Source: an optimization exercise on an open RTL-to-GDS flow (aim: small area, a short achievable clock period and few clock cycles). Production flows keep margins and buffers that such runs may drop. At most, simulation tests tie the RTL to the original design; equivalence was not proved. Only the layout flow was run in runs 1 and 2; the RTL was not checked for function there. No activity file was given, so power comes from the tool's default toggle rates.

File: flow/flow/run.sh
#!/bin/bash
set -euo pipefail
export BUFFER_PORTS_ARGS="-buffer_cell sky130_fd_sc_hd__buf_1"
bash standard.sh > standard_flow.log 2>&1
File: flow/standard.sh
#!/bin/bash
# synth_recipe.tcl (not shown) runs the flow's synth.tcl, then flattens the netlist and writes it again
# the make line also repeats each setting of config.mk as NAME=value (left out here)
make -C /OpenROAD-flow-scripts/flow DESIGN_CONFIG=/design/flow/config.mk WORK_HOME=/design/flow/orfs CLKGATE_MAP_FILE= SYNTH_SCRIPT=/design/flow/synth_recipe.tcl "${@:-finish}"
File: flow/config.mk
export PLATFORM = sky130hd
export DESIGN_NAME = divider
export DESIGN_NICKNAME = divider
export VERILOG_FILES = /design/flow/design.v
export SDC_FILE = /design/flow/constraint.sdc
export NUM_CORES = 4
export LEC_CHECK = 0
export CAP_MARGIN = 20
export CORE_MARGIN = 2
export CORE_UTILIZATION = 40
export PLACE_DENSITY = 0.6
export SETUP_SLACK_MARGIN = 2.5
export SLEW_MARGIN = 20
File: flow/constraint.sdc
create_clock -name core_clock -period 8.0 [get_ports {clk}]
set_input_delay 1.6000 -clock core_clock [delete_from_list [all_inputs] [get_ports {clk}]]
set_output_delay 1.6000 -clock core_clock [all_outputs]
set_load 0.01 [all_outputs]
File: flow/design.v
module divider(
	input wire [31:0] dividend,
	input wire [31:0] divisor,
	input clk,
	input rst,
	input start,
	output wire [31:0] quotient,
	output wire [31:0] remainder,
	output wire busy,
	output wire done
);
	reg [31:0] q;
	reg [31:0] r;
	reg [32:0] d;
	reg [3:0] cnt;
	reg running;
	reg done_r;
	assign quotient = q;
	assign remainder = r;
	assign busy = running;
	assign done = done_r;
	function [5:0] lzc;
		input [31:0] x;
		reg [15:0] v1; reg [15:0] c1;
		reg [7:0] v2; reg [15:0] c2;
		reg [3:0] v3; reg [11:0] c3;
		reg [1:0] v4; reg [7:0] c4;
		reg v5; reg [4:0] c5;
		integer k;
		begin
			for (k = 0; k < 16; k = k + 1) begin
				v1[k] = x[2*k+1] | x[2*k];
				c1[k] = ~x[2*k+1];
			end
			for (k = 0; k < 8; k = k + 1) begin
				v2[k] = v1[2*k+1] | v1[2*k];
				c2[2*k+:2] = v1[2*k+1] ? {1'b0, c1[2*k+1]} : {1'b1, c1[2*k]};
			end
			for (k = 0; k < 4; k = k + 1) begin
				v3[k] = v2[2*k+1] | v2[2*k];
				c3[3*k+:3] = v2[2*k+1] ? {1'b0, c2[4*k+2+:2]} : {1'b1, c2[4*k+:2]};
			end
			for (k = 0; k < 2; k = k + 1) begin
				v4[k] = v3[2*k+1] | v3[2*k];
				c4[4*k+:4] = v3[2*k+1] ? {1'b0, c3[6*k+3+:3]} : {1'b1, c3[6*k+:3]};
			end
			v5 = v4[1] | v4[0];
			c5 = v4[1] ? {1'b0, c4[7:4]} : {1'b1, c4[3:0]};
			lzc = v5 ? {1'b0, c5} : 6'd32;
		end
	endfunction
	wire [5:0] za = lzc(dividend);
	wire [5:0] zb = lzc(divisor);
	wire b_zero = (divisor == 32'd0);
	wire a_less = (za > zb);              
	wire [4:0] sh = zb[4:0] - za[4:0];    
	wire [32:0] s0 = {divisor, 1'b0};
	wire [32:0] s1 = sh[1] ? {s0[30:0], 2'b0} : s0;
	wire [32:0] s2 = sh[2] ? {s1[28:0], 4'b0} : s1;
	wire [32:0] s3 = sh[3] ? {s2[24:0], 8'b0} : s2;
	wire [32:0] s4 = sh[4] ? {s3[16:0], 16'b0} : s3;
	wire [32:0] sa_x = {1'b0, r};
	wire [32:0] sa_y = ~(d);
	wire [32:0] sa_p = sa_x ^ sa_y;
	wire [32:0] sa_g0 = sa_x & sa_y;
	wire sa_G0_0 = sa_g0[0] | (sa_p[0] & 1'b1);
	wire sa_G1_1 = sa_g0[1] | (sa_p[1] & sa_G0_0);
	wire sa_G1_3 = sa_g0[3] | (sa_p[3] & sa_g0[2]);
	wire sa_P1_3 = sa_p[3] & sa_p[2];
	wire sa_G1_5 = sa_g0[5] | (sa_p[5] & sa_g0[4]);
	wire sa_P1_5 = sa_p[5] & sa_p[4];
	wire sa_G1_7 = sa_g0[7] | (sa_p[7] & sa_g0[6]);
	wire sa_P1_7 = sa_p[7] & sa_p[6];
	wire sa_G1_9 = sa_g0[9] | (sa_p[9] & sa_g0[8]);
	wire sa_P1_9 = sa_p[9] & sa_p[8];
	wire sa_G1_11 = sa_g0[11] | (sa_p[11] & sa_g0[10]);
	wire sa_P1_11 = sa_p[11] & sa_p[10];
	wire sa_G1_13 = sa_g0[13] | (sa_p[13] & sa_g0[12]);
	wire sa_P1_13 = sa_p[13] & sa_p[12];
	wire sa_G1_15 = sa_g0[15] | (sa_p[15] & sa_g0[14]);
	wire sa_P1_15 = sa_p[15] & sa_p[14];
	wire sa_G1_17 = sa_g0[17] | (sa_p[17] & sa_g0[16]);
	wire sa_P1_17 = sa_p[17] & sa_p[16];
	wire sa_G1_19 = sa_g0[19] | (sa_p[19] & sa_g0[18]);
	wire sa_P1_19 = sa_p[19] & sa_p[18];
	wire sa_G1_21 = sa_g0[21] | (sa_p[21] & sa_g0[20]);
	wire sa_P1_21 = sa_p[21] & sa_p[20];
	wire sa_G1_23 = sa_g0[23] | (sa_p[23] & sa_g0[22]);
	wire sa_P1_23 = sa_p[23] & sa_p[22];
	wire sa_G1_25 = sa_g0[25] | (sa_p[25] & sa_g0[24]);
	wire sa_P1_25 = sa_p[25] & sa_p[24];
	wire sa_G1_27 = sa_g0[27] | (sa_p[27] & sa_g0[26]);
	wire sa_P1_27 = sa_p[27] & sa_p[26];
	wire sa_G1_29 = sa_g0[29] | (sa_p[29] & sa_g0[28]);
	wire sa_P1_29 = sa_p[29] & sa_p[28];
	wire sa_G1_31 = sa_g0[31] | (sa_p[31] & sa_g0[30]);
	wire sa_P1_31 = sa_p[31] & sa_p[30];
	wire sa_G2_2 = sa_g0[2] | (sa_p[2] & sa_G1_1);
	wire sa_G2_3 = sa_G1_3 | (sa_P1_3 & sa_G1_1);
	wire sa_G2_6 = sa_g0[6] | (sa_p[6] & sa_G1_5);
	wire sa_P2_6 = sa_p[6] & sa_P1_5;
	wire sa_G2_7 = sa_G1_7 | (sa_P1_7 & sa_G1_5);
	wire sa_P2_7 = sa_P1_7 & sa_P1_5;
	wire sa_G2_10 = sa_g0[10] | (sa_p[10] & sa_G1_9);
	wire sa_P2_10 = sa_p[10] & sa_P1_9;
	wire sa_G2_11 = sa_G1_11 | (sa_P1_11 & sa_G1_9);
	wire sa_P2_11 = sa_P1_11 & sa_P1_9;
	wire sa_G2_14 = sa_g0[14] | (sa_p[14] & sa_G1_13);
	wire sa_P2_14 = sa_p[14] & sa_P1_13;
	wire sa_G2_15 = sa_G1_15 | (sa_P1_15 & sa_G1_13);
	wire sa_P2_15 = sa_P1_15 & sa_P1_13;
	wire sa_G2_18 = sa_g0[18] | (sa_p[18] & sa_G1_17);
	wire sa_P2_18 = sa_p[18] & sa_P1_17;
	wire sa_G2_19 = sa_G1_19 | (sa_P1_19 & sa_G1_17);
	wire sa_P2_19 = sa_P1_19 & sa_P1_17;
	wire sa_G2_22 = sa_g0[22] | (sa_p[22] & sa_G1_21);
	wire sa_P2_22 = sa_p[22] & sa_P1_21;
	wire sa_G2_23 = sa_G1_23 | (sa_P1_23 & sa_G1_21);
	wire sa_P2_23 = sa_P1_23 & sa_P1_21;
	wire sa_G2_26 = sa_g0[26] | (sa_p[26] & sa_G1_25);
	wire sa_P2_26 = sa_p[26] & sa_P1_25;
	wire sa_G2_27 = sa_G1_27 | (sa_P1_27 & sa_G1_25);
	wire sa_P2_27 = sa_P1_27 & sa_P1_25;
	wire sa_G2_30 = sa_g0[30] | (sa_p[30] & sa_G1_29);
	wire sa_P2_30 = sa_p[30] & sa_P1_29;
	wire sa_G2_31 = sa_G1_31 | (sa_P1_31 & sa_G1_29);
	wire sa_P2_31 = sa_P1_31 & sa_P1_29;
	wire sa_G3_4 = sa_g0[4] | (sa_p[4] & sa_G2_3);
	wire sa_G3_5 = sa_G1_5 | (sa_P1_5 & sa_G2_3);
	wire sa_G3_6 = sa_G2_6 | (sa_P2_6 & sa_G2_3);
	wire sa_G3_7 = sa_G2_7 | (sa_P2_7 & sa_G2_3);
	wire sa_G3_12 = sa_g0[12] | (sa_p[12] & sa_G2_11);
	wire sa_P3_12 = sa_p[12] & sa_P2_11;
	wire sa_G3_13 = sa_G1_13 | (sa_P1_13 & sa_G2_11);
	wire sa_P3_13 = sa_P1_13 & sa_P2_11;
	wire sa_G3_14 = sa_G2_14 | (sa_P2_14 & sa_G2_11);
	wire sa_P3_14 = sa_P2_14 & sa_P2_11;
	wire sa_G3_15 = sa_G2_15 | (sa_P2_15 & sa_G2_11);
	wire sa_P3_15 = sa_P2_15 & sa_P2_11;
	wire sa_G3_20 = sa_g0[20] | (sa_p[20] & sa_G2_19);
	wire sa_P3_20 = sa_p[20] & sa_P2_19;
	wire sa_G3_21 = sa_G1_21 | (sa_P1_21 & sa_G2_19);
	wire sa_P3_21 = sa_P1_21 & sa_P2_19;
	wire sa_G3_22 = sa_G2_22 | (sa_P2_22 & sa_G2_19);
	wire sa_P3_22 = sa_P2_22 & sa_P2_19;
	wire sa_G3_23 = sa_G2_23 | (sa_P2_23 & sa_G2_19);
	wire sa_P3_23 = sa_P2_23 & sa_P2_19;
	wire sa_G3_28 = sa_g0[28] | (sa_p[28] & sa_G2_27);
	wire sa_P3_28 = sa_p[28] & sa_P2_27;
	wire sa_G3_29 = sa_G1_29 | (sa_P1_29 & sa_G2_27);
	wire sa_P3_29 = sa_P1_29 & sa_P2_27;
	wire sa_G3_30 = sa_G2_30 | (sa_P2_30 & sa_G2_27);
	wire sa_P3_30 = sa_P2_30 & sa_P2_27;
	wire sa_G3_31 = sa_G2_31 | (sa_P2_31 & sa_G2_27);
	wire sa_P3_31 = sa_P2_31 & sa_P2_27;
	wire sa_G4_8 = sa_g0[8] | (sa_p[8] & sa_G3_7);
	wire sa_G4_9 = sa_G1_9 | (sa_P1_9 & sa_G3_7);
	wire sa_G4_10 = sa_G2_10 | (sa_P2_10 & sa_G3_7);
	wire sa_G4_11 = sa_G2_11 | (sa_P2_11 & sa_G3_7);
	wire sa_G4_12 = sa_G3_12 | (sa_P3_12 & sa_G3_7);
	wire sa_G4_13 = sa_G3_13 | (sa_P3_13 & sa_G3_7);
	wire sa_G4_14 = sa_G3_14 | (sa_P3_14 & sa_G3_7);
	wire sa_G4_15 = sa_G3_15 | (sa_P3_15 & sa_G3_7);
	wire sa_G4_24 = sa_g0[24] | (sa_p[24] & sa_G3_23);
	wire sa_P4_24 = sa_p[24] & sa_P3_23;
	wire sa_G4_25 = sa_G1_25 | (sa_P1_25 & sa_G3_23);
	wire sa_P4_25 = sa_P1_25 & sa_P3_23;
	wire sa_G4_26 = sa_G2_26 | (sa_P2_26 & sa_G3_23);
	wire sa_P4_26 = sa_P2_26 & sa_P3_23;
	wire sa_G4_27 = sa_G2_27 | (sa_P2_27 & sa_G3_23);
	wire sa_P4_27 = sa_P2_27 & sa_P3_23;
	wire sa_G4_28 = sa_G3_28 | (sa_P3_28 & sa_G3_23);
	wire sa_P4_28 = sa_P3_28 & sa_P3_23;
	wire sa_G4_29 = sa_G3_29 | (sa_P3_29 & sa_G3_23);
	wire sa_P4_29 = sa_P3_29 & sa_P3_23;
	wire sa_G4_30 = sa_G3_30 | (sa_P3_30 & sa_G3_23);
	wire sa_P4_30 = sa_P3_30 & sa_P3_23;
	wire sa_G4_31 = sa_G3_31 | (sa_P3_31 & sa_G3_23);
	wire sa_P4_31 = sa_P3_31 & sa_P3_23;
	wire sa_G5_16 = sa_g0[16] | (sa_p[16] & sa_G4_15);
	wire sa_G5_17 = sa_G1_17 | (sa_P1_17 & sa_G4_15);
	wire sa_G5_18 = sa_G2_18 | (sa_P2_18 & sa_G4_15);
	wire sa_G5_19 = sa_G2_19 | (sa_P2_19 & sa_G4_15);
	wire sa_G5_20 = sa_G3_20 | (sa_P3_20 & sa_G4_15);
	wire sa_G5_21 = sa_G3_21 | (sa_P3_21 & sa_G4_15);
	wire sa_G5_22 = sa_G3_22 | (sa_P3_22 & sa_G4_15);
	wire sa_G5_23 = sa_G3_23 | (sa_P3_23 & sa_G4_15);
	wire sa_G5_24 = sa_G4_24 | (sa_P4_24 & sa_G4_15);
	wire sa_G5_25 = sa_G4_25 | (sa_P4_25 & sa_G4_15);
	wire sa_G5_26 = sa_G4_26 | (sa_P4_26 & sa_G4_15);
	wire sa_G5_27 = sa_G4_27 | (sa_P4_27 & sa_G4_15);
	wire sa_G5_28 = sa_G4_28 | (sa_P4_28 & sa_G4_15);
	wire sa_G5_29 = sa_G4_29 | (sa_P4_29 & sa_G4_15);
	wire sa_G5_30 = sa_G4_30 | (sa_P4_30 & sa_G4_15);
	wire sa_G5_31 = sa_G4_31 | (sa_P4_31 & sa_G4_15);
	wire sa_G6_32 = sa_g0[32] | (sa_p[32] & sa_G5_31);
	wire [32:0] sa_cv = {sa_G5_31, sa_G5_30, sa_G5_29, sa_G5_28, sa_G5_27, sa_G5_26, sa_G5_25, sa_G5_24, sa_G5_23, sa_G5_22, sa_G5_21, sa_G5_20, sa_G5_19, sa_G5_18, sa_G5_17, sa_G5_16, sa_G4_15, sa_G4_14, sa_G4_13, sa_G4_12, sa_G4_11, sa_G4_10, sa_G4_9, sa_G4_8, sa_G3_7, sa_G3_6, sa_G3_5, sa_G3_4, sa_G2_3, sa_G2_2, sa_G1_1, sa_G0_0, 1'b1};
	wire [32:0] sa_d = sa_p ^ sa_cv;
	wire sa_c = sa_G6_32;
	wire ge1 = sa_c;
	wire [31:0] r1 = ge1 ? sa_d[31:0] : r;
	wire [31:0] sb_x = r1;
	wire [31:0] sb_y = ~(d[32:1]);
	wire [31:0] sb_p = sb_x ^ sb_y;
	wire [31:0] sb_g0 = sb_x & sb_y;
	wire sb_G0_0 = sb_g0[0] | (sb_p[0] & 1'b1);
	wire sb_G1_1 = sb_g0[1] | (sb_p[1] & sb_G0_0);
	wire sb_G1_3 = sb_g0[3] | (sb_p[3] & sb_g0[2]);
	wire sb_P1_3 = sb_p[3] & sb_p[2];
	wire sb_G1_5 = sb_g0[5] | (sb_p[5] & sb_g0[4]);
	wire sb_P1_5 = sb_p[5] & sb_p[4];
	wire sb_G1_7 = sb_g0[7] | (sb_p[7] & sb_g0[6]);
	wire sb_P1_7 = sb_p[7] & sb_p[6];
	wire sb_G1_9 = sb_g0[9] | (sb_p[9] & sb_g0[8]);
	wire sb_P1_9 = sb_p[9] & sb_p[8];
	wire sb_G1_11 = sb_g0[11] | (sb_p[11] & sb_g0[10]);
	wire sb_P1_11 = sb_p[11] & sb_p[10];
	wire sb_G1_13 = sb_g0[13] | (sb_p[13] & sb_g0[12]);
	wire sb_P1_13 = sb_p[13] & sb_p[12];
	wire sb_G1_15 = sb_g0[15] | (sb_p[15] & sb_g0[14]);
	wire sb_P1_15 = sb_p[15] & sb_p[14];
	wire sb_G1_17 = sb_g0[17] | (sb_p[17] & sb_g0[16]);
	wire sb_P1_17 = sb_p[17] & sb_p[16];
	wire sb_G1_19 = sb_g0[19] | (sb_p[19] & sb_g0[18]);
	wire sb_P1_19 = sb_p[19] & sb_p[18];
	wire sb_G1_21 = sb_g0[21] | (sb_p[21] & sb_g0[20]);
	wire sb_P1_21 = sb_p[21] & sb_p[20];
	wire sb_G1_23 = sb_g0[23] | (sb_p[23] & sb_g0[22]);
	wire sb_P1_23 = sb_p[23] & sb_p[22];
	wire sb_G1_25 = sb_g0[25] | (sb_p[25] & sb_g0[24]);
	wire sb_P1_25 = sb_p[25] & sb_p[24];
	wire sb_G1_27 = sb_g0[27] | (sb_p[27] & sb_g0[26]);
	wire sb_P1_27 = sb_p[27] & sb_p[26];
	wire sb_G1_29 = sb_g0[29] | (sb_p[29] & sb_g0[28]);
	wire sb_P1_29 = sb_p[29] & sb_p[28];
	wire sb_G1_31 = sb_g0[31] | (sb_p[31] & sb_g0[30]);
	wire sb_P1_31 = sb_p[31] & sb_p[30];
	wire sb_G2_2 = sb_g0[2] | (sb_p[2] & sb_G1_1);
	wire sb_G2_3 = sb_G1_3 | (sb_P1_3 & sb_G1_1);
	wire sb_G2_6 = sb_g0[6] | (sb_p[6] & sb_G1_5);
	wire sb_P2_6 = sb_p[6] & sb_P1_5;
	wire sb_G2_7 = sb_G1_7 | (sb_P1_7 & sb_G1_5);
	wire sb_P2_7 = sb_P1_7 & sb_P1_5;
	wire sb_G2_10 = sb_g0[10] | (sb_p[10] & sb_G1_9);
	wire sb_P2_10 = sb_p[10] & sb_P1_9;
	wire sb_G2_11 = sb_G1_11 | (sb_P1_11 & sb_G1_9);
	wire sb_P2_11 = sb_P1_11 & sb_P1_9;
	wire sb_G2_14 = sb_g0[14] | (sb_p[14] & sb_G1_13);
	wire sb_P2_14 = sb_p[14] & sb_P1_13;
	wire sb_G2_15 = sb_G1_15 | (sb_P1_15 & sb_G1_13);
	wire sb_P2_15 = sb_P1_15 & sb_P1_13;
	wire sb_G2_18 = sb_g0[18] | (sb_p[18] & sb_G1_17);
	wire sb_P2_18 = sb_p[18] & sb_P1_17;
	wire sb_G2_19 = sb_G1_19 | (sb_P1_19 & sb_G1_17);
	wire sb_P2_19 = sb_P1_19 & sb_P1_17;
	wire sb_G2_22 = sb_g0[22] | (sb_p[22] & sb_G1_21);
	wire sb_P2_22 = sb_p[22] & sb_P1_21;
	wire sb_G2_23 = sb_G1_23 | (sb_P1_23 & sb_G1_21);
	wire sb_P2_23 = sb_P1_23 & sb_P1_21;
	wire sb_G2_26 = sb_g0[26] | (sb_p[26] & sb_G1_25);
	wire sb_P2_26 = sb_p[26] & sb_P1_25;
	wire sb_G2_27 = sb_G1_27 | (sb_P1_27 & sb_G1_25);
	wire sb_P2_27 = sb_P1_27 & sb_P1_25;
	wire sb_G2_30 = sb_g0[30] | (sb_p[30] & sb_G1_29);
	wire sb_P2_30 = sb_p[30] & sb_P1_29;
	wire sb_G2_31 = sb_G1_31 | (sb_P1_31 & sb_G1_29);
	wire sb_P2_31 = sb_P1_31 & sb_P1_29;
	wire sb_G3_4 = sb_g0[4] | (sb_p[4] & sb_G2_3);
	wire sb_G3_5 = sb_G1_5 | (sb_P1_5 & sb_G2_3);
	wire sb_G3_6 = sb_G2_6 | (sb_P2_6 & sb_G2_3);
	wire sb_G3_7 = sb_G2_7 | (sb_P2_7 & sb_G2_3);
	wire sb_G3_12 = sb_g0[12] | (sb_p[12] & sb_G2_11);
	wire sb_P3_12 = sb_p[12] & sb_P2_11;
	wire sb_G3_13 = sb_G1_13 | (sb_P1_13 & sb_G2_11);
	wire sb_P3_13 = sb_P1_13 & sb_P2_11;
	wire sb_G3_14 = sb_G2_14 | (sb_P2_14 & sb_G2_11);
	wire sb_P3_14 = sb_P2_14 & sb_P2_11;
	wire sb_G3_15 = sb_G2_15 | (sb_P2_15 & sb_G2_11);
	wire sb_P3_15 = sb_P2_15 & sb_P2_11;
	wire sb_G3_20 = sb_g0[20] | (sb_p[20] & sb_G2_19);
	wire sb_P3_20 = sb_p[20] & sb_P2_19;
	wire sb_G3_21 = sb_G1_21 | (sb_P1_21 & sb_G2_19);
	wire sb_P3_21 = sb_P1_21 & sb_P2_19;
	wire sb_G3_22 = sb_G2_22 | (sb_P2_22 & sb_G2_19);
	wire sb_P3_22 = sb_P2_22 & sb_P2_19;
	wire sb_G3_23 = sb_G2_23 | (sb_P2_23 & sb_G2_19);
	wire sb_P3_23 = sb_P2_23 & sb_P2_19;
	wire sb_G3_28 = sb_g0[28] | (sb_p[28] & sb_G2_27);
	wire sb_P3_28 = sb_p[28] & sb_P2_27;
	wire sb_G3_29 = sb_G1_29 | (sb_P1_29 & sb_G2_27);
	wire sb_P3_29 = sb_P1_29 & sb_P2_27;
	wire sb_G3_30 = sb_G2_30 | (sb_P2_30 & sb_G2_27);
	wire sb_P3_30 = sb_P2_30 & sb_P2_27;
	wire sb_G3_31 = sb_G2_31 | (sb_P2_31 & sb_G2_27);
	wire sb_P3_31 = sb_P2_31 & sb_P2_27;
	wire sb_G4_8 = sb_g0[8] | (sb_p[8] & sb_G3_7);
	wire sb_G4_9 = sb_G1_9 | (sb_P1_9 & sb_G3_7);
	wire sb_G4_10 = sb_G2_10 | (sb_P2_10 & sb_G3_7);
	wire sb_G4_11 = sb_G2_11 | (sb_P2_11 & sb_G3_7);
	wire sb_G4_12 = sb_G3_12 | (sb_P3_12 & sb_G3_7);
	wire sb_G4_13 = sb_G3_13 | (sb_P3_13 & sb_G3_7);
	wire sb_G4_14 = sb_G3_14 | (sb_P3_14 & sb_G3_7);
	wire sb_G4_15 = sb_G3_15 | (sb_P3_15 & sb_G3_7);
	wire sb_G4_24 = sb_g0[24] | (sb_p[24] & sb_G3_23);
	wire sb_P4_24 = sb_p[24] & sb_P3_23;
	wire sb_G4_25 = sb_G1_25 | (sb_P1_25 & sb_G3_23);
	wire sb_P4_25 = sb_P1_25 & sb_P3_23;
	wire sb_G4_26 = sb_G2_26 | (sb_P2_26 & sb_G3_23);
	wire sb_P4_26 = sb_P2_26 & sb_P3_23;
	wire sb_G4_27 = sb_G2_27 | (sb_P2_27 & sb_G3_23);
	wire sb_P4_27 = sb_P2_27 & sb_P3_23;
	wire sb_G4_28 = sb_G3_28 | (sb_P3_28 & sb_G3_23);
	wire sb_P4_28 = sb_P3_28 & sb_P3_23;
	wire sb_G4_29 = sb_G3_29 | (sb_P3_29 & sb_G3_23);
	wire sb_P4_29 = sb_P3_29 & sb_P3_23;
	wire sb_G4_30 = sb_G3_30 | (sb_P3_30 & sb_G3_23);
	wire sb_P4_30 = sb_P3_30 & sb_P3_23;
	wire sb_G4_31 = sb_G3_31 | (sb_P3_31 & sb_G3_23);
	wire sb_P4_31 = sb_P3_31 & sb_P3_23;
	wire sb_G5_16 = sb_g0[16] | (sb_p[16] & sb_G4_15);
	wire sb_G5_17 = sb_G1_17 | (sb_P1_17 & sb_G4_15);
	wire sb_G5_18 = sb_G2_18 | (sb_P2_18 & sb_G4_15);
	wire sb_G5_19 = sb_G2_19 | (sb_P2_19 & sb_G4_15);
	wire sb_G5_20 = sb_G3_20 | (sb_P3_20 & sb_G4_15);
	wire sb_G5_21 = sb_G3_21 | (sb_P3_21 & sb_G4_15);
	wire sb_G5_22 = sb_G3_22 | (sb_P3_22 & sb_G4_15);
	wire sb_G5_23 = sb_G3_23 | (sb_P3_23 & sb_G4_15);
	wire sb_G5_24 = sb_G4_24 | (sb_P4_24 & sb_G4_15);
	wire sb_G5_25 = sb_G4_25 | (sb_P4_25 & sb_G4_15);
	wire sb_G5_26 = sb_G4_26 | (sb_P4_26 & sb_G4_15);
	wire sb_G5_27 = sb_G4_27 | (sb_P4_27 & sb_G4_15);
	wire sb_G5_28 = sb_G4_28 | (sb_P4_28 & sb_G4_15);
	wire sb_G5_29 = sb_G4_29 | (sb_P4_29 & sb_G4_15);
	wire sb_G5_30 = sb_G4_30 | (sb_P4_30 & sb_G4_15);
	wire sb_G5_31 = sb_G4_31 | (sb_P4_31 & sb_G4_15);
	wire [31:0] sb_cv = {sb_G5_30, sb_G5_29, sb_G5_28, sb_G5_27, sb_G5_26, sb_G5_25, sb_G5_24, sb_G5_23, sb_G5_22, sb_G5_21, sb_G5_20, sb_G5_19, sb_G5_18, sb_G5_17, sb_G5_16, sb_G4_15, sb_G4_14, sb_G4_13, sb_G4_12, sb_G4_11, sb_G4_10, sb_G4_9, sb_G4_8, sb_G3_7, sb_G3_6, sb_G3_5, sb_G3_4, sb_G2_3, sb_G2_2, sb_G1_1, sb_G0_0, 1'b1};
	wire [31:0] sb_d = sb_p ^ sb_cv;
	wire sb_c = sb_G5_31;
	wire ge2 = sb_c;
	wire [31:0] r2 = ge2 ? sb_d : r1;
	always @(posedge clk) begin
		if (rst) begin
			running <= 1'b0;
			done_r <= 1'b0;
		end
		else if (!running) begin
			if (start) begin
				r <= dividend;
				d <= s4;
				cnt <= sh[4:1];
				q <= {32{b_zero}};
				running <= ~(b_zero | a_less);
				done_r <= b_zero | a_less;
			end
		end
		else begin
			r <= r2;
			q <= {q[29:0], ge1, ge2};
			d <= d >> 2;
			cnt <= cnt - 4'd1;
			if (cnt == 4'd0) begin
				running <= 1'b0;
				done_r <= 1'b1;
			end
		end
	end
endmodule
==> results.cfg, run 1 <==
[worst_setup_path]
crit_arrival_ns = 5.59
end_kind = flip-flop
critPathMaxStageDelay_ns = 0.41
startpoint_type = flip-flop
r2r_start = r[0]
crit_slowest_cell = edfxtp_1
crit_start = r[0]
critical_path_class = reg2reg
crit_fanout = 6
crit_required_ns = 8.12

[cts]
path_clk_slew_ns = 0.09
clock_latency_ns = 0.38
clk_path_buf_depth = 2
cts_tree = done
cts_htree_levels = 3
numCtsBuffers = 9
cts_hold_buffers = 0
clock-sinks = 103
cts-root-buf = clkbuf_16

[sta]
finalClockSkew_ns = 0.01834
max_slew_margin_pct = 40.48
drv_slew = 0
fin_tns_setup_ns = 0
worst_pin_slew_ns = 0.8928
final.min_clock_period_ns = 5.464
grt_setup_unrepaired = true
finalCritPeriodShare_pct = 68.30
hold_viol_final = 0
fmax_ghz = 0.1830
finalSetupViolations = 0

[floorplanning]
dieArea_sq_mm = 0.02492
die_x_microns = 157.9
row_count = 56
coreArea_sq_mm = 0.02333
io_pins = 133
start_util_pct = 40.58
die_h_microns = 157.9

[yosys]
synthMostInstantiatedCell = edfxtp_1
synthesis.area_sq_mm = 0.009469
synth_common_cells = 101 x edfxtp_1, 96 x inv_1, 90 x nand2_1
synthesis.nets = 1195
synth_edf_count = 101
yosys.area.top_type = edfxtp_1
synth_flop_cell = edfxtp_1
yosysUniqueCellTypes = 76
avgSynthCellArea_sq_um = 9.070
ys_top_cells_by_area = edfxtp_1 32%, ha_1 9.6%, mux2i_1 5.3%, a21o_1 4.2%, a21oi_1 4.1%
ys_ff_latch = 103
async_reset_ff_share_pct = 0
synth_cells = 1044
ys.warnings.count = 1
yosysSeqAreaShare_pct = 32.45
synth_top_cell_area_share_pct = 32.03

[grt]
grt_pass1_wl_mm = 44.10
grt_max_degree = 75
grt.overflow.total = 0
antenna_found_initial = 0
grt_usage_pct = 22.88
grt_pass1_vias = 7953

[finish]
fillers = 2229
antennaDiodeCount = 0
fin_nets = 1341
final_layout_size_suffix_gt1_share_pct = 12.80
area_delta_synth_final_pct = 20.36

[status]
run_status = complete, no violations

[worst_hold_path]
min-delay-start = done_r
hp-class = reg2reg

[power_and_ir_drop]
p_seq_share_pct = 27.2
powerDensity_mw_per_mm2 = 233.9
power_mw = 2.666
ir_drop_mv = 0.1143
combPwrFrac_pct = 55.1
p_sw_share_pct = 42.38
power_frac_clock_pct = 17.6
internal-power_mw = 1.536
switching_power_mw = 1.130
power.leakage_nw = 4.820

[detailed_routing]
avgViaCountPerCell = 5.690
routed_wl_mm = 29.04
wire_per_inst_microns = 19.18
first_pass_iters = 7
first_iter_violations = 772
vias = 8615
antenna_left = 0
remaining_drc_errors = 0

[placed_design]
numPortBuffers = 132
gp_congestion = 0.9272
hpwl_mm = 21.37

[run]
drv_cap = 0
registers in the layout, summed over array words and instances, names as in the netlist:
name and cells:
r 32, d 33, running 1, q 32
done_r 1, cnt 4
cells by family after synthesis:
kind of cell             share of synthesized area, %
multiplexers                                    9.091
XOR/XNOR                                        4.532
AND/OR/NAND/NOR                                 13.79
AO/OA/AOI/OAI                                   22.42
adder cells (fa/ha/maj)                         11.97
flip-flops                                      32.45
buffers and inverters                           5.735
layer usage:
metal | vias to the layer above | part of all wire [%] | track usage [%]
li1 | 4153 | - | -
met1 | 4107 | 46 | 33.41
met2 | 301 | 45 | 35.51
met3 | 54 | 5.4 | 2.546
met4 | 0 | 3.0 | 6.926
met5 | - | 0 | 0
critical path, delay by kind of cell, from the launching register on:
kind / cells / cell delay [ns]
muxes: 1 / 0.33
buffers and inverters: 7 / 0.93
adders and majority gates: 3 / 0.80
AOI/OAI and AO/OA: 9 / 1.86
DFF: 1 / 0.41
and+or+nand+nor: 5 / 0.87
what timing repair did:
action | CTS | global route
setup buffers | 13 | 20
resized for setup | 29 | 60
endpoints found under the setup margin | 62 | 47
pin swaps | 11 | 31
cloned | 0 | 1
final cells by class:
type	count	area, sq um	area share, %
Timing Repair Buffer	179	939.7	8.245
Clock inverter	7	91.34	0.8014
Clock buffer	9	225.2	1.976
Inverter	96	360.3	3.162
Tap cell	319	399.1	3.502
Multi-Input combinational cell	801	6305	55.32
Sequential cell	103	3077	27.00
worst paths after layout:
path	to	depth (start not counted)	slack (ns)
max	r[15]	25	2.54
max reg2reg	r[15]	25	2.54
min	done_r	2	0.54
min reg2reg	done_r	2	0.54
metrics by stage:
step | hold WS (ns) | cell area [sq um] | util (%) | cells | setup slack [ns]
2_1_floorplan | 0.5237 | 9472 | - | 1044 | 2.561
3_3_place_gp | 0.5225 | 10310 | 44.19 | 1464 | 1.220
3_5_place_dp | 0.5199 | 10310 | 44.19 | 1464 | 1.116
4_1_cts | 0.5525 | 10900 | 46.72 | 1493 | 2.506
5_1_grt | 0.5725 | 11400 | 48.85 | 1514 | 2.385
6_report | 0.5398 | 11400 | 48.85 | 1514 | 2.536
placed cells by master (no fill, tap or decap), types with 7 or more instances in the layout:
| master | n |
|---|---|
| buf_1 | 132 |
| mux2_1 | 8 |
| edfxtp_1 | 101 |
| a21oi_1 | 74 |
| xnor2_1 | 24 |
| a21o_1 | 52 |
| nand4_1 | 9 |
| and3_1 | 8 |
| mux2i_1 | 48 |
| o21ai_0 | 42 |
| fa_1 | 8 |
| nor2b_1 | 9 |
| o22ai_1 | 14 |
| mux2_2 | 17 |
| ha_4 | 10 |
| a221o_1 | 14 |
| ha_1 | 63 |
| buf_4 | 34 |
| nor3_1 | 24 |
| nand2b_1 | 11 |
| inv_1 | 91 |
| o211ai_1 | 7 |
| clkbuf_16 | 9 |
| xor2_1 | 22 |
| nand3_1 | 20 |
| nor2_1 | 68 |
| o21bai_1 | 13 |
| o31ai_1 | 10 |
| buf_6 | 7 |
| o21a_1 | 9 |
| nand2_1 | 88 |
power groups by stage:
stage | Combinational [mW] | Sequential, mW | Clock [mW]
floorplan | 0.940 | 0.740 | 0
global placement | 1.24 | 0.735 | 0
detailed placement | 1.26 | 0.737 | 0
CTS | 1.33 | 0.725 | 0.478
global route | 1.61 | 0.735 | 0.494
finish | 1.47 | 0.726 | 0.470
==> run 2: changes to the inputs <==
--- a/flow/config.mk
+++ b/flow/config.mk
@@ -10,4 +10,4 @@
 export CORE_UTILIZATION = 40
 export PLACE_DENSITY = 0.6
-export SETUP_SLACK_MARGIN = 2.5
+export SETUP_SLACK_MARGIN = 2
 export SLEW_MARGIN = 20
==> run 2 against run 1 <==
Net effect:
- clock power about the same
- largest power group unchanged
- sequential power barely moved
- critical path depth down 3
- highest routed layer unchanged
- still clean
- clock skew hardly changed
- sequential cell count stayed put
==> results.cfg, run 2 <==
[power_and_ir_drop]
powerDensity_mw_per_mm2 = 232.5
power.leakage_nw = 4.631
power_mw = 2.507
ir_drop_mv = 0.1064

[worst_setup_path]
reg2reg_to = r[30]
crit_arrival_ns = 5.92
r2r_setup_slack_ns = 2.21
crit_fanout = 12
crit_required_ns = 8.13
critical_path_class = reg2reg
startpoint_type = flip-flop
r2r_cells = 22
r2r_start = d[9]
end_kind = flip-flop

[detailed_routing]
remaining_drc_errors = 0
avgViaCountPerCell = 5.656
antenna_left = 0
wire_per_inst_microns = 18.87
first_iter_violations = 783
vias = 8394
first_pass_iters = 6
routed_wl_mm = 28.01

[yosys]
ys_ff_latch = 103
synth_flop_cell = edfxtp_1
ys.warnings.count = 1
yosysUniqueCellTypes = 76
ys_top_cells_by_area = edfxtp_1 32%, ha_1 9.6%, mux2i_1 5.3%, a21o_1 4.2%, a21oi_1 4.1%
synthesis.nets = 1195
synth_edf_count = 101
yosys.area.top_type = edfxtp_1
synthMostInstantiatedCell = edfxtp_1
synth_cells = 1044
synthesis.area_sq_mm = 0.009469
synth_top_cell_area_share_pct = 32.03
async_reset_ff_share_pct = 0
avgSynthCellArea_sq_um = 9.070
synth_common_cells = 101 x edfxtp_1, 96 x inv_1, 90 x nand2_1
yosysSeqAreaShare_pct = 32.45

[cts]
clock_latency_ns = 0.38
clk_path_buf_depth = 2
cts_tree = done
clock-sinks = 103
path_clk_slew_ns = 0.09
numCtsBuffers = 9
cts-root-buf = clkbuf_16
cts_hold_buffers = 0
cts_htree_levels = 3

[sta]
hold_viol_final = 0
drv_slew = 0
worst_pin_slew_ns = 0.8384
finalCritPeriodShare_pct = 72.36
finalSetupViolations = 0
max_slew_margin_pct = 43.71
grt_setup_unrepaired = false
finalClockSkew_ns = 0.01839
fin_tns_setup_ns = 0
fmax_ghz = 0.1727
final.min_clock_period_ns = 5.789

[finish]
antennaDiodeCount = 0
reg_top3 = d x33, q x32, r x32
area_delta_synth_final_pct = 13.86
layout_common_cells = 132 x buf_1, 101 x edfxtp_1, 95 x inv_1
final_common_cell = buf_1
fin_nets = 1311
top_register = d
final_layout_size_suffix_gt1_share_pct = 7.468
largest_reg_flops = 33

[grt]
antenna_found_initial = 0
grt_pass1_vias = 7810
grt_pass1_wl_mm = 43.50
grt.overflow.total = 0
grt_usage_pct = 22.58
grt_max_degree = 75

[floorplanning]
io_pins = 133
die_h_microns = 157.9
die_x_microns = 157.9
dieArea_sq_mm = 0.02492
row_count = 56
coreArea_sq_mm = 0.02333
start_util_pct = 40.58

[worst_hold_path]
min_path_cells = 2
hold-path-endpoint = done_r
hp-class = reg2reg
min-delay-start = done_r

[placed_design]
gp_congestion = 0.9272
numPortBuffers = 132
hpwl_mm = 21.37

[run]
drv_cap = 0

[status]
run_status = complete, no violations
[run 2: cell counts after synthesis]
No cell type changed its count.
[run 2: stage by stage]
| step | std cells | utilization [%] | hold WS, ns | setup WS (ns) | area [sq um] |
|---|---|---|---|---|---|
| floorplan | 1044 | - | 0.5237 | 2.561 | 9472 |
| CTS | 1483 | 45.85 | 0.5525 | 1.976 | 10700 |
| finish | 1484 | 46.21 | 0.5398 | 2.211 | 10780 |
| global placement | 1464 | 44.19 | 0.5225 | 1.220 | 10310 |
| detailed placement | 1464 | 44.19 | 0.5199 | 1.116 | 10310 |
| global route | 1484 | 46.21 | 0.5725 | 1.987 | 10780 |
[run 2: timing repair]
item                                    4_1_cts  5_1_grt
buffers inserted                              3        1
pin swaps                                     1        4
endpoints found under the hold margin         0        0
endpoints found under the setup margin       33       39
resized for setup                             7       12
[run 2: metal layers]
metal | up-vias | wire length [microns] | GRT usage, %
met5 | - | 0 | 0
met4 | 0 | 618 | 6.623
met3 | 38 | 1429 | 2.573
met2 | 258 | 12580 | 34.68
met1 | 4000 | 13380 | 33.32
li1 | 4098 | - | -
[run 2: worst max-delay path by stage]
stage | cells after the start | start | to | slack (ns)
3_3_place_gp | 21 | r[0] | r[25] | 1.22
3_5_place_dp | 21 | r[0] | r[27] | 1.12
6_report | 22 | d[9] | r[30] | 2.21
5_1_grt | 20 | divisor[13] | d[30] | 1.99
2_1_floorplan | 16 | dividend[23] | d[23] | 2.56
4_1_cts | 24 | r[0] | r[30] | 1.98
[run 2: cell type report]
type	count	area, sq um
Timing Repair Buffer	149	655.6
Inverter	96	360.3
Sequential cell	103	3077
Tap cell	319	399.1
Clock inverter	7	91.34
Multi-Input combinational cell	801	5973
Fill cell	2273	12550
Clock buffer	9	225.2
[run 2: cell families (layout without fill, tap and decap cells)]
group,after synthesis,count (layout),share of synthesized area [%]
buf+inv,140,261,5.735
simple gates,278,278,13.79
xor+xnor,49,49,4.532
flops,103,103,32.45
fa+ha+maj,84,84,11.97
compound gates,310,310,22.42
mux,80,80,9.091
[run 2: worst max-delay path: stages, from the launching register on]
cell	delay, ns
edfxtp_1	0.36
inv_1	0.22
ha_1	0.34
a21oi_1	0.23
o21ai_0	0.17
a221oi_2	0.45
a21oi_2	0.17
o21ai_1	0.19
nand3_2	0.14
o21ai_4	0.22
buf_12	0.17
buf_4	0.16
mux2_2	0.36
ha_1	0.36
nand4_1	0.22
nor4_4	0.40
o21ai_1	0.13
a21o_1	0.21
a21oi_1	0.20
buf_4	0.28
nand2_4	0.16
o22a_1	0.26
o21a_1	0.10
[run 2: power by group]
group | internal (mW) | switching [mW]
Clock | 0.225 | 0.246
Sequential | 0.684 | 0.0408
Combinational | 0.531 | 0.781
==> run 3: changes to the inputs <==
--- a/flow/design.v
+++ b/flow/design.v
@@ -340,4 +340,8 @@
 	wire [31:0] r2 = ge2 ? sb_d : r1;
 	always @(posedge clk) begin
+		d <= running ? d >> 2 : s4;
+		cnt <= running ? cnt - 4'd1 : sh[4:1];
+	end
+	always @(posedge clk) begin
 		if (rst) begin
 			running <= 1'b0;
@@ -347,6 +351,4 @@
 			if (start) begin
 				r <= dividend;
-				d <= s4;
-				cnt <= sh[4:1];
 				q <= {32{b_zero}};
 				running <= ~(b_zero | a_less);
@@ -357,6 +359,4 @@
 			r <= r2;
 			q <= {q[29:0], ge1, ge2};
-			d <= d >> 2;
-			cnt <= cnt - 4'd1;
 			if (cnt == 4'd0) begin
 				running <= 1'b0;
==> run 3 against run 2 <==
Net effect:
- largest power group unchanged
- sequential power is 3.6% higher
- register-to-register slack better by 0.06 ns
- via count is 0.99% lower
- combinational power is 84% higher
- still clean
- largest cell class unchanged
- synthesized cell count is 0.38% lower
==> results.cfg, run 3 <==
[status]
run_status = complete, no violations

[yosys]
ys_top_cells_by_area = edfxtp_1 21%, ha_1 9.9%, dfxtp_1 8.5%, mux2i_1 5.4%, a21o_1 5.0%
synthesis.area_sq_mm = 0.009231
synth_edf_count = 64
synth_top_cell_area_share_pct = 20.82
yosysUniqueCellTypes = 80
synth_common_cells = 88 x nand2_1, 74 x inv_1, 73 x ha_1, 73 x nor2_1, 70 x a21oi_1
async_reset_ff_share_pct = 0
avgSynthCellArea_sq_um = 8.876
yosys.area.top_type = edfxtp_1
yosysSeqAreaShare_pct = 29.28
synth_cells = 1040
synthesis.nets = 1191
ys.warnings.count = 1
synth_flop_cell = edfxtp_1
ys_ff_latch = 103
synthMostInstantiatedCell = nand2_1

[worst_setup_path]
crit_required_ns = 8.12
cp_top_family = compound AO/OA/AOI/OAI gates
cp_num_buf_inv = 4
reg2reg_to = r[30]
startpoint_type = flip-flop
critical_path_class = reg2reg
crit_fanout = 15
r2r_start = r[0]
crit_arrival_ns = 5.85
critPathMaxStageDelay_ns = 0.37
end_kind = flip-flop
crit_cells = 24
r2r_cells = 24
r2r_setup_slack_ns = 2.27
path_cells = inv_1 > ha_1 > inv_1 > fa_2 > a211oi_2 > nor3_2 > o2111ai_2 > a21o_2 > a21oi_4 > o21ai_4 > a21oi_4 > buf_12 > mux2_2 > ha_1 > and2_1 > a221o_1 > o21a_1 > a21oi_4 > a211oi_4 > o31ai_4 > nor2b_4 > buf_6 > nand2_4 > o221a_2
crit_top_cell = a21oi_4
crit_slowest_cell = edfxtp_1

[power_and_ir_drop]
power_mw = 3.633
internal-power_mw = 1.918
combPwrFrac_pct = 66.3
power.leakage_nw = 4.424
power_frac_clock_pct = 13.1
powerDensity_mw_per_mm2 = 345.3
switching_power_mw = 1.715
p_sw_share_pct = 47.21
p_seq_share_pct = 20.6
ir_drop_mv = 0.1795

[grt]
busiest_layer = met2
grt.overflow.total = 0
grt_usage_pct = 23.07
antenna_found_initial = 0
use_met3_pct = 3.417
grt_pass1_wl_mm = 43.73
met2_usage_pct = 35.65
grt.met1_usage_pct = 33.29
grt_pass1_vias = 7834
grt_max_degree = 63

[finish]
final_layout_size_suffix_gt1_share_pct = 9.725
layout_common_cells = 132 x buf_1, 87 x nand2_1, 74 x inv_1
antennaDiodeCount = 0
reg_top3 = d x33, q x32, r x32
seq_area_sq_mm = 0.002706
fillers = 2236
fin_nets = 1308
largest_reg_flops = 33
fin_cells = 1447
top_register = d
final_common_cell = buf_1
area_delta_synth_final_pct = 13.96
multiInputGateArea_sq_mm = 0.006210

[detailed_routing]
first_iter_violations = 676
remaining_drc_errors = 0
wire_per_inst_microns = 19.30
routed_wl_mm = 27.93
vias = 8311
avgViaCountPerCell = 5.744
antenna_left = 0
first_pass_iters = 5

[floorplanning]
row_count = 55
io_pins = 133
die_x_microns = 155.9
start_util_pct = 40.77
die_h_microns = 155.9
coreArea_sq_mm = 0.02264
dieArea_sq_mm = 0.02431

[placed_design]
numPortBuffers = 132
gp_congestion = 0.9086
hpwl_mm = 21.46
place_inst = 1425

[sta]
hold_viol_final = 0
fmax_ghz = 0.1745
finalSetupViolations = 0
drv_slew = 0
fin_tns_setup_ns = 0
grt_setup_unrepaired = true
final.min_clock_period_ns = 5.732
max_slew_margin_pct = 44.18
finalCritPeriodShare_pct = 71.65
worst_pin_slew_ns = 0.8354
finalClockSkew_ns = 0.02091

[cts]
cts_hold_buffers = 0
cts-root-buf = clkbuf_16
path_clk_slew_ns = 0.08
cts_htree_levels = 3
numCtsBuffers = 9
clk_path_buf_depth = 2
clock-sinks = 103
cts_tree = done
clock_latency_ns = 0.37

[worst_hold_path]
min_path_cells = 2
hp-class = reg2reg
min-delay-start = d[10]
hold-path-endpoint = d[8]

[run]
drv_cap = 0
-- run 3: how the worst max path moves through the flow --
stage,start,to
after floorplan,divisor[24],d[30]
after global placement,r[0],r[30]
after detailed placement,r[0],r[30]
after CTS,r[0],r[30]
after global routing,r[0],r[30]
final,r[0],r[30]
-- run 3: power groups by stage --
stage / clock network [mW] / logic (mW) / registers (mW)
2_1_floorplan: 0 / 1.74 / 0.759
3_3_place_gp: 0 / 2.22 / 0.761
3_5_place_dp: 0 / 2.24 / 0.763
4_1_cts: 0.481 / 2.31 / 0.752
5_1_grt: 0.502 / 2.65 / 0.764
6_report: 0.476 / 2.41 / 0.750
-- run 3: area by class of cell --
type,count,area share (%)
clock inverter,7,0.8206
inverter,75,2.676
tap,285,3.390
multi-input combinational,817,59.03
timing repair buffer,151,6.220
sequential,103,25.73
clock buffer,9,2.141
-- run 3: worst reg2reg max path: cells and delay by family, from the launching register on --
kind / cells / cell delay, ns
muxes: 1 / 0.37
adders and majority gates: 3 / 0.75
and+or+nand+nor: 4 / 0.90
buffers and inverters: 4 / 0.53
AOI/OAI and AO/OA: 12 / 2.59
DFF: 1 / 0.37
-- run 3: cells by family after synthesis --
kind of cell             Yosys count  share of synthesized area, %
AO/OA/AOI/OAI                    315                         23.88
AND/OR/NAND/NOR                  293                         15.22
buffers and inverters            120                         5.245
flip-flops                       103                         29.28
adder cells (fa/ha/maj)           84                         12.28
multiplexers                      79                         9.650
XOR/XNOR                          46                         4.446
-- run 3: timing repair --
action | in CTS | in global routing
resized for setup | 14 | 18
pin swaps | 5 | 6
endpoints found under the hold margin | 0 | 0
gates cloned | 1 | 0
buffers inserted | 3 | 2
endpoints found under the setup margin | 33 | 43
-- run 3: stage by stage --
step	hold WS (ns)	setup WS (ns)	cell area (sq um)	util, %
final	0.4702	2.268	10520	46.47
after CTS	0.4720	2.001	10400	45.95
after floorplan	0.4230	2.477	9231	-
after global placement	0.4493	1.410	10000	44.18
after global routing	0.5079	1.992	10520	46.47
after detailed placement	0.4530	1.307	10000	44.18
-- run 3: per-layer routing --
metal,vias to the layer above,wire length [microns]
li1,4088,-
met1,3900,13170
met2,280,12140
met3,43,1930
met4,0,689
met5,-,0
Testbench counts of run 3, summed over its fixed seeds: cycles 6,289.
==> run 4: changes to the inputs <==
--- a/flow/config.mk
+++ b/flow/config.mk
@@ -8,5 +8,5 @@
 export CAP_MARGIN = 20
 export CORE_MARGIN = 2
-export CORE_UTILIZATION = 40
+export CORE_UTILIZATION = 50
 export PLACE_DENSITY = 0.6
 export SETUP_SLACK_MARGIN = 2
==> run 4 against run 3 <==
Net effect:
- via count rose by 2.4%
- final cell count fell by 2.3%
- synthesized area did not move
- core utilization rose by 13 points
- critical path depth rose by 2
- hold slack improved by 0.020 ns
- combinational power rose by 6%
- wire length fell by 1.5%
- clock-buffer cell count did not move
- global-route usage rose by 4.2 points
- non-clock buffer count rose by 22
==> results.cfg, run 4 <==
[floorplanning]
io_pins = 133
die_h_microns = 139.9
die_x_microns = 139.9
coreArea_sq_mm = 0.01802
dieArea_sq_mm = 0.01957
start_util_pct = 51.21
row_count = 49

[grt]
antenna_found_initial = 0
grt.overflow.total = 0
grt_usage_pct = 27.28
grt_max_degree = 73
grt_pass1_wl_mm = 42.39
grt_pass1_vias = 7764

[sta]
finalSetupViolations = 0
finalCritPeriodShare_pct = 72.49
worst_slack_ns = 2.201
drv_slew = 0
fin_tns_setup_ns = 0
fmax_ghz = 0.1724
worst_pin_slew_ns = 1.007
grt_setup_unrepaired = false
finalClockSkew_ns = 0.01349
hold_viol_final = 0
final.min_clock_period_ns = 5.799
max_slew_margin_pct = 32.65

[cts]
clk_path_buf_depth = 2
cts_tree = done
path_clk_slew_ns = 0.08
cts_htree_levels = 3
clock_latency_ns = 0.37
cts_hold_buffers = 0
cts-root-buf = clkbuf_16
numCtsBuffers = 9
clock-sinks = 103

[worst_setup_path]
crit_arrival_ns = 5.92
r2r_cells = 26
crit_slowest_cell = edfxtp_1
critical_path_class = reg2reg
startpoint_type = flip-flop
cp_top_family = compound AO/OA/AOI/OAI gates
crit_fanout = 11
crit_required_ns = 8.12
critPathMaxStageDelay_ns = 0.41
cp_num_buf_inv = 5
end_kind = flip-flop
crit_cells = 26

[power_and_ir_drop]
ir_drop_mv = 0.2077
powerDensity_mw_per_mm2 = 354.2
power.leakage_nw = 4.560

[yosys]
avgSynthCellArea_sq_um = 8.876
ys_top_cells_by_area = edfxtp_1 21%, ha_1 9.9%, dfxtp_1 8.5%, mux2i_1 5.4%, a21o_1 5.0%
synth_common_cells = 88 x nand2_1, 74 x inv_1, 73 x ha_1, 73 x nor2_1, 70 x a21oi_1
ys_ff_latch = 103
synth_cells = 1040
async_reset_ff_share_pct = 0
synthesis.area_sq_mm = 0.009231
synthMostInstantiatedCell = nand2_1
synth_flop_cell = edfxtp_1
synthesis.nets = 1191
synth_edf_count = 64
yosysSeqAreaShare_pct = 29.28
yosys.area.top_type = edfxtp_1
yosysUniqueCellTypes = 80
synth_top_cell_area_share_pct = 20.82
ys.warnings.count = 1

[placed_design]
place_inst = 1369
gp_congestion = 0.9381
place_area_sq_mm = 0.009935
post-place-ws_ns = 1.316
hpwl_mm = 20.67
numPortBuffers = 132

[finish]
top_register = d
largest_reg_flops = 33
fin_cells = 1413
antennaDiodeCount = 0
fin_area_sq_mm = 0.01069
layout_common_cells = 132 x buf_1, 87 x nand2_1, 73 x inv_1
final_common_cell = buf_1
fillers = 1702
fin_nets = 1330
area_delta_synth_final_pct = 15.84
final_layout_size_suffix_gt1_share_pct = 11.57
reg_top3 = d x33, q x32, r x32

[detailed_routing]
first_iter_violations = 782
vias = 8514
antenna_left = 0
remaining_drc_errors = 0
routed_wl_mm = 27.52
wire_per_inst_microns = 19.47
avgViaCountPerCell = 6.025
first_pass_iters = 5

[worst_hold_path]
min_path_cells = 2
hp-class = reg2reg

[run]
drv_cap = 0

[status]
run_status = complete, no violations
==> run 4: logic make-up after synthesis <==
logic type	Yosys count	synth area share [%]
AOI/OAI and AO/OA	315	23.88
xor gates and xnor gates	46	4.446
adders and majority gates	84	12.28
buffers and inverters	120	5.245
DFF	103	29.28
muxes	79	9.650
and+or+nand+nor	293	15.22
==> run 4: per-layer routing <==
layer / wire length, microns / track usage (%)
met1: 13670 / 41.55
met4: 598 / 7.789
met3: 1427 / 4.301
met5: 0 / 0
met2: 11820 / 39.79
==> run 4: path summary, 6_finish.rpt <==
path	start	end	slack, ns
setup reg to reg	r[0]	r[19]	2.20
setup / recovery	r[0]	r[19]	2.20
hold reg to reg	d[29]	d[27]	0.49
hold / removal	d[29]	d[27]	0.49
==> run 4: layout make-up <==
cell class | instances | area [sq um] | area share (%)
Clock inverter | 7 | 87.58 | 0.8190
Tap cell | 229 | 286.5 | 2.679
Multi-Input combinational cell | 817 | 6236 | 58.31
Clock buffer | 9 | 225.2 | 2.106
Sequential cell | 103 | 2706 | 25.31
Inverter | 75 | 281.5 | 2.633
Timing Repair Buffer | 173 | 870.8 | 8.143
==> run 4: what timing repair did <==
action                                  4_1_cts  5_1_grt
gates cloned                                  0        2
setup buffers                                 8       18
pin swaps                                     4       18
gates resized for setup                      10       30
endpoints found under the setup margin       35       60
==> run 4: per-stage QoR <==
| stage | hold WS, ns | power (mW) | utilization (%) |
|---|---|---|---|
| 6_report | 0.4899 | 3.787 | 59.33 |
| 5_1_grt | 0.5141 | 4.064 | 59.33 |
| 4_1_cts | 0.4864 | 3.549 | 57.54 |
| 3_5_place_dp | 0.4672 | 2.996 | 55.12 |
| 3_3_place_gp | 0.4551 | 2.986 | 55.12 |
| 2_1_floorplan | 0.4230 | 2.504 | - |
==> run 4: power breakdown <==
part           total (mW)  switching (mW)  internal (mW)  leakage, nW
clock network       0.483           0.233          0.251        0.154
logic                2.56            1.43           1.12         3.46
registers           0.748          0.0644          0.684        0.944
total                3.79            1.73           2.06         4.56
==> run 4: worst min-delay path, stage by stage (launching register included) <==
cell	delay [ns]
dfxtp_1	0.34
nand2_1	0.06
o21ai_0	0.06
==> run 5: changes to the inputs <==
--- a/flow/config.mk
+++ b/flow/config.mk
@@ -8,6 +8,6 @@
 export CAP_MARGIN = 20
 export CORE_MARGIN = 2
-export CORE_UTILIZATION = 50
-export PLACE_DENSITY = 0.6
-export SETUP_SLACK_MARGIN = 2
+export CORE_UTILIZATION = 60
+export PLACE_DENSITY = 0.75
+export SETUP_SLACK_MARGIN = 2.5
 export SLEW_MARGIN = 20
==> run 5 against run 4 <==
Net effect:
- still clean
- clock skew barely moved
- critical path depth grew 2
- global-route usage up 7.0 points
- die area is 16% lower
- sequential share of layout area down 2.0 points
- clock-buffer cell count unchanged
- largest cell class unchanged
==> results.cfg, run 5 <==
[sta]
fin_tns_setup_ns = 0
fmax_ghz = 0.1711
drv_slew = 0
final.min_clock_period_ns = 5.846
hold_viol_final = 0
finalClockSkew_ns = 0.01314
finalSetupViolations = 0
worst_pin_slew_ns = 0.9633
grt_setup_unrepaired = true
max_slew_margin_pct = 35.10
finalCritPeriodShare_pct = 73.08

[power_and_ir_drop]
power.leakage_nw = 4.879
ir_drop_mv = 0.1643
powerDensity_mw_per_mm2 = 376.4

[detailed_routing]
antenna_left = 0
wire_per_inst_microns = 21.59
vias = 9349
remaining_drc_errors = 0
first_iter_violations = 1237
routed_wl_mm = 30.53
avgViaCountPerCell = 6.612
first_pass_iters = 6

[worst_setup_path]
crit_slowest_cell = edfxtp_1
crit_arrival_ns = 6.04
startpoint_type = flip-flop
cp_top_family = compound AO/OA/AOI/OAI gates
cp_num_buf_inv = 8
crit_required_ns = 8.20
end_kind = flip-flop
crit_fanout = 6
critPathMaxStageDelay_ns = 0.40
critical_path_class = reg2reg

[finish]
fin_cells = 1414
area_delta_synth_final_pct = 25.93
layout_common_cells = 132 x buf_1, 86 x nand2_1, 70 x inv_1
reg_top3 = d x33, q x32, r x32
final_layout_size_suffix_gt1_share_pct = 18.84
fillers = 1054
multiInputGateArea_sq_mm = 0.006793
largest_reg_flops = 33
antennaDiodeCount = 0
final_common_cell = buf_1
seq_area_sq_mm = 0.002708
top_register = d
fin_nets = 1372

[yosys]
synth_flop_cell = edfxtp_1
synth_edf_count = 64
synthesis.nets = 1191
synthesis.area_sq_mm = 0.009231
ys.warnings.count = 1
synth_top_cell_area_share_pct = 20.82
ys_ff_latch = 103
avgSynthCellArea_sq_um = 8.876
synth_cells = 1040
synthMostInstantiatedCell = nand2_1
yosysSeqAreaShare_pct = 29.28
async_reset_ff_share_pct = 0
synth_common_cells = 88 x nand2_1, 74 x inv_1, 73 x ha_1, 73 x nor2_1, 70 x a21oi_1
yosys.area.top_type = edfxtp_1
yosysUniqueCellTypes = 80
ys_top_cells_by_area = edfxtp_1 21%, ha_1 9.9%, dfxtp_1 8.5%, mux2i_1 5.4%, a21o_1 5.0%

[floorplanning]
start_util_pct = 60.95
die_h_microns = 128.0
dieArea_sq_mm = 0.01639
die_x_microns = 128.0
io_pins = 133
coreArea_sq_mm = 0.01515
row_count = 45

[cts]
clock-sinks = 103
cts_hold_buffers = 0
clk_path_buf_depth = 2
cts_htree_levels = 3
clock_latency_ns = 0.37
numCtsBuffers = 9
path_clk_slew_ns = 0.08
cts_tree = done
cts-root-buf = clkbuf_16

[grt]
grt_pass1_wl_mm = 44.15
grt_usage_pct = 34.25
grt_pass1_vias = 8426
antenna_found_initial = 0
grt_max_degree = 65
grt.overflow.total = 0

[placed_design]
numPortBuffers = 132
gp_congestion = 0.9334
hpwl_mm = 19.46
place_inst = 1326

[worst_hold_path]
hp-class = reg2reg

[run]
drv_cap = 0

[status]
run_status = complete, no violations
run 5: cell types whose count changed in the layout (fill, tap and decap cells not counted), sizes merged:
cell | previous run | this run
clkinv | 4 | 2
clkbuf | 11 | 12
buf | 171 | 209
xnor2 | 22 | 24
clkinvlp | 0 | 2
a21oi | 75 | 76
run 5: report_power, final:
part / switching (mW) / internal, mW
sequential: 0.0737 / 0.684
combinational: 1.70 / 1.44
clock: 0.227 / 0.250
run 5: cell type report:
| cell class | instances | area share (%) |
|---|---|---|
| Multi-Input combinational cell | 820 | 58.43 |
| Timing Repair Buffer | 212 | 11.12 |
| Clock buffer | 9 | 1.937 |
| Tap cell | 188 | 2.023 |
| Clock inverter | 7 | 0.7749 |
| Sequential cell | 103 | 23.29 |
| Inverter | 75 | 2.422 |
run 5: worst min-delay path: cells and delay by family (launching register included):
family | cells | cell delay, ns
AO/OA/AOI/OAI | 1 | 0.05
AND/OR/NAND/NOR | 1 | 0.05
flip-flops | 1 | 0.34
run 5: path summary, 6_finish.rpt:
kind	startpoint	endpoint	slack (ns)	cells after the start
hold reg to reg	d[30]	d[28]	0.47	2
setup reg to reg	r[0]	r[27]	2.15	28
hold / removal	d[30]	d[28]	0.47	2
setup / recovery	r[0]	r[27]	2.15	28
run 5: per-stage QoR:
stage | hold slack (ns) | setup slack [ns] | util [%] | power (mW) | area, sq um
detailed placement | 0.4535 | 1.282 | 65.21 | 2.985 | 9877
floorplan | 0.4230 | 2.567 | - | 2.505 | 9243
global route | 0.4974 | 2.125 | 76.75 | 4.582 | 11620
finish | 0.4675 | 2.154 | 76.75 | 4.375 | 11620
CTS | 0.4717 | 2.478 | 72.61 | 3.869 | 11000
global placement | 0.4467 | 1.395 | 65.21 | 2.937 | 9877
run 5: cells by family (layout without fill, tap and decap cells):
family / Yosys count / count (layout) / share of synthesized area [%]
flip-flops: 103 / 103 / 29.28
buffers and inverters: 120 / 303 / 5.245
adder cells (fa/ha/maj): 84 / 84 / 12.28
AND/OR/NAND/NOR: 293 / 293 / 15.22
AO/OA/AOI/OAI: 315 / 316 / 23.88
multiplexers: 79 / 79 / 9.650
XOR/XNOR: 46 / 48 / 4.446
run 5: what timing repair did:
| item | in CTS | in global routing |
|---|---|---|
| buffers inserted | 38 | 26 |
| setup endpoints to repair | 64 | 62 |
| cloned | 4 | 4 |
| gates resized for setup | 74 | 64 |
| hold endpoints to repair | 0 | 0 |
| pin swaps | 17 | 41 |
run 5: metal layers:
metal / part of all wire (%) / GRT usage [%] / wire length, microns
met3: 9.8 / 7.638 / 2983
met5: 0 / 0 / 0
met1: 41 / 46.76 / 12380
met4: 4.9 / 14.35 / 1489
met2: 45 / 52.72 / 13690
==> run 6: changes to the inputs <==
--- a/flow/design.v
+++ b/flow/design.v
@@ -53,4 +53,5 @@
 	wire [5:0] zb = lzc(divisor);
 	wire b_zero = (divisor == 32'd0);
+	wire b_one = (divisor == 32'd1);
 	wire a_less = (za > zb);              
 	wire [4:0] sh = zb[4:0] - za[4:0];    
@@ -350,8 +351,8 @@
 		else if (!running) begin
 			if (start) begin
-				r <= dividend;
-				q <= {32{b_zero}};
-				running <= ~(b_zero | a_less);
-				done_r <= b_zero | a_less;
+				r <= dividend & {32{~b_one}};
+				q <= {32{b_zero}} | (dividend & {32{b_one}});
+				running <= ~(b_zero | b_one | a_less);
+				done_r <= b_zero | b_one | a_less;
 			end
 		end
--- a/flow/config.mk
+++ b/flow/config.mk
@@ -8,6 +8,6 @@
 export CAP_MARGIN = 20
 export CORE_MARGIN = 2
-export CORE_UTILIZATION = 60
-export PLACE_DENSITY = 0.75
-export SETUP_SLACK_MARGIN = 2.5
+export CORE_UTILIZATION = 40
+export PLACE_DENSITY = 0.6
+export SETUP_SLACK_MARGIN = 2
 export SLEW_MARGIN = 20
==> run 6 against run 5 <==
Net effect:
- setup slack improved by 0.016 ns
- synthesized area rose by 3.8%
- fmax rose by 0.28%
- wire length rose by 2.5%
- synthesized cell count rose by 13%
- final cell count rose by 15%
- first-iteration DRC count fell by 31%
- critical path type is now in2reg
- combinational power fell by about 20%
==> results.cfg, run 6 <==
[detailed_routing]
vias = 9229
met2_wirelength_mm = 14.56
routed.top_layer = met5
detailroute.wirelength.met3_mm = 1.643
routed_wl_mm = 31.31
wire_per_inst_microns = 19.18
first_pass_iters = 5
wl_met1_mm = 14.01
avgViaCountPerCell = 5.655
antenna_left = 0
first_iter_violations = 850
remaining_drc_errors = 0

[sta]
drv_slew = 0
fmax_ghz = 0.1715
finalClockSkew_ns = 0.01440
worst_pin_slew_ns = 0.9723
finalSetupViolations = 0
max_slew_margin_pct = 35.04
grt_setup_unrepaired = false
finalCritPeriodShare_pct = 72.87
hold_viol_final = 0
final.min_clock_period_ns = 5.830
fin_tns_setup_ns = 0

[power_and_ir_drop]
p_sw_share_pct = 47.70
ir_drop_mv = 0.1662
powerDensity_mw_per_mm2 = 340.7
power_mw = 3.741
combPwrFrac_pct = 66.9
switching_power_mw = 1.784
power_frac_clock_pct = 12.1
power.leakage_nw = 4.392
p_seq_share_pct = 21.0
internal-power_mw = 1.957

[finish]
fin_area_sq_mm = 0.01098
top_register = d
seq_area_sq_mm = 0.002706
antennaDiodeCount = 0
layout_common_cells = 152 x nand2_1, 132 x buf_1, 126 x a21oi_1
largest_reg_flops = 33
fillers = 2363
final_common_cell = nand2_1
reg_top3 = d x33, q x32, r x32
final_layout_size_suffix_gt1_share_pct = 9.444
area_delta_synth_final_pct = 14.60
fin_nets = 1459
multiInputGateArea_sq_mm = 0.006486

[cts]
cts-root-buf = clkbuf_16
clock_latency_ns = 0.37
cts_tree = done
clk_path_buf_depth = 2
clock-sinks = 103
cts_hold_buffers = 0
numCtsBuffers = 9
path_clk_slew_ns = 0.08
cts_htree_levels = 3

[yosys]
ys_top_cells_by_area = edfxtp_1 20%, ha_1 9.5%, dfxtp_1 8.1%, a21oi_1 6.7%, nand2_1 6.0%
ys_ff_latch = 103
yosysUniqueCellTypes = 82
avgSynthCellArea_sq_um = 8.121
synthesis.nets = 1331
synth_top_cell_area_share_pct = 20.05
synthesis.area_sq_mm = 0.009583
yosysSeqAreaShare_pct = 28.20
yosys.area.top_type = edfxtp_1
synth_cells = 1180
synth_flop_cell = edfxtp_1
async_reset_ff_share_pct = 0
synth_edf_count = 64
ys.warnings.count = 1
synthMostInstantiatedCell = nand2_1
synth_common_cells = 152 x nand2_1, 128 x a21oi_1, 96 x nor2_1

[placed_design]
gp_congestion = 0.9444
numPortBuffers = 132
hpwl_mm = 24.18
place_area_sq_mm = 0.01037

[worst_setup_path]
crit_fanout = 22
crit_arrival_ns = 6.05
critical_path_class = in2reg
startpoint_type = primary input
crit_required_ns = 8.22
end_kind = flip-flop

[grt]
grt_pass1_vias = 8719
grt_usage_pct = 24.13
antenna_found_initial = 1
grt_pass1_wl_mm = 48.35
grt.overflow.total = 0
grt_max_degree = 79

[floorplanning]
dieArea_sq_mm = 0.02521
die_h_microns = 158.8
die_x_microns = 158.8
start_util_pct = 40.83
io_pins = 133
coreArea_sq_mm = 0.02347
row_count = 56

[worst_hold_path]
hp-class = reg2reg

[status]
run_status = complete, no violations

[run]
drv_cap = 0
==> run 6: cell count changes in the layout (fill, tap and decap cells not counted), sizes merged, moves of 27 or more <==
| cell | change |
|---|---|
| o21ai | +40 |
| nand2 | +65 |
| nor2 | +27 |
| a21o | -39 |
| buf | -39 |
| a21oi | +55 |
==> run 6: power groups by stage <==
stage                     logic [mW]  clock network, mW  registers, mW
after floorplan                 1.83                  0          0.776
after CTS                       2.39              0.457          0.783
after global routing            2.76              0.476          0.797
after detailed placement        2.35                  0          0.795
final                           2.50              0.453          0.784
after global placement          2.35                  0          0.791
==> run 6: cell type report <==
class / count / share of cell area, %
well taps: 319 / 3.634
repair buffers: 170 / 7.223
inverters: 80 / 2.769
repair inverters: 1 / 0.04557
multi-input cells: 943 / 59.06
flip-flops and latches: 103 / 24.64
clock inverters: 7 / 0.5697
clock buffers: 9 / 2.051
==> run 6: worst max-delay path: stages <==
cell and delay [ns]:
buf_1 0.18, or4_1 0.60, nor2_1 0.28, o311ai_0 0.26
o311ai_0 0.19, a211oi_1 0.13, or3_1 0.40, a21o_1 0.26
fa_2 0.55, buf_4 0.30, clkinvlp_2 0.49, nand2_1 0.31
o31ai_1 0.12, o21ai_0 0.24, o21ai_0 0.10
==> run 6: path summary, 6_finish.rpt <==
check / from / endpoint / slack (ns) / cells past startpoint
worst max-delay path: dividend[14] / d[26] / 2.17 / 15
worst min-delay path: d[7] / d[5] / 0.46 / 2
worst max register to register: d[13] / r[22] / 2.28 / 21
worst min register to register: d[7] / d[5] / 0.46 / 2
==> run 6: logic make-up (layout without fill, tap and decap cells) <==
group | Yosys count | in the layout | share of synthesized area (%)
AOI/OAI and AO/OA | 376 | 376 | 25.54
xor gates and xnor gates | 52 | 52 | 4.753
adders and majority gates | 84 | 84 | 11.83
buffers and inverters | 134 | 267 | 5.823
DFF | 103 | 103 | 28.20
muxes | 56 | 56 | 5.954
and+or+nand+nor | 375 | 375 | 17.90
==> run 6: through the flow <==
step	util, %	std cells	setup slack [ns]	hold slack [ns]
after global placement	44.17	1592	1.395	0.4363
after detailed placement	44.17	1592	1.355	0.4419
after floorplan	-	1180	2.504	0.4250
after CTS	45.86	1617	2.022	0.4632
final	46.79	1632	2.170	0.4605
after global routing	46.79	1632	2.003	0.4896
==> run 6: layer usage <==
metal	up-vias	track usage, %
li1	4552	-
met3	65	3.344
met1	4290	32.48
met5	-	0
met2	320	39.00
met4	2	9.800
==> run 6: repair_timing <==
action | in CTS | in global routing
pin swaps | 2 | 5
buffers inserted | 9 | 14
resized for setup | 7 | 23
setup endpoints to repair | 33 | 45
gates cloned | 0 | 1
Testbench counts of run 6, summed over its fixed seeds: cycles 5,255.

Setup slack of run 6, layout unchanged: 2.170 ns with ideal ports, 2.192 ns with driving cells assumed (clock clkbuf_16, inputs buf_2), 1.783 ns with port delays also shifted by the 0.409 ns mid clock arrival.
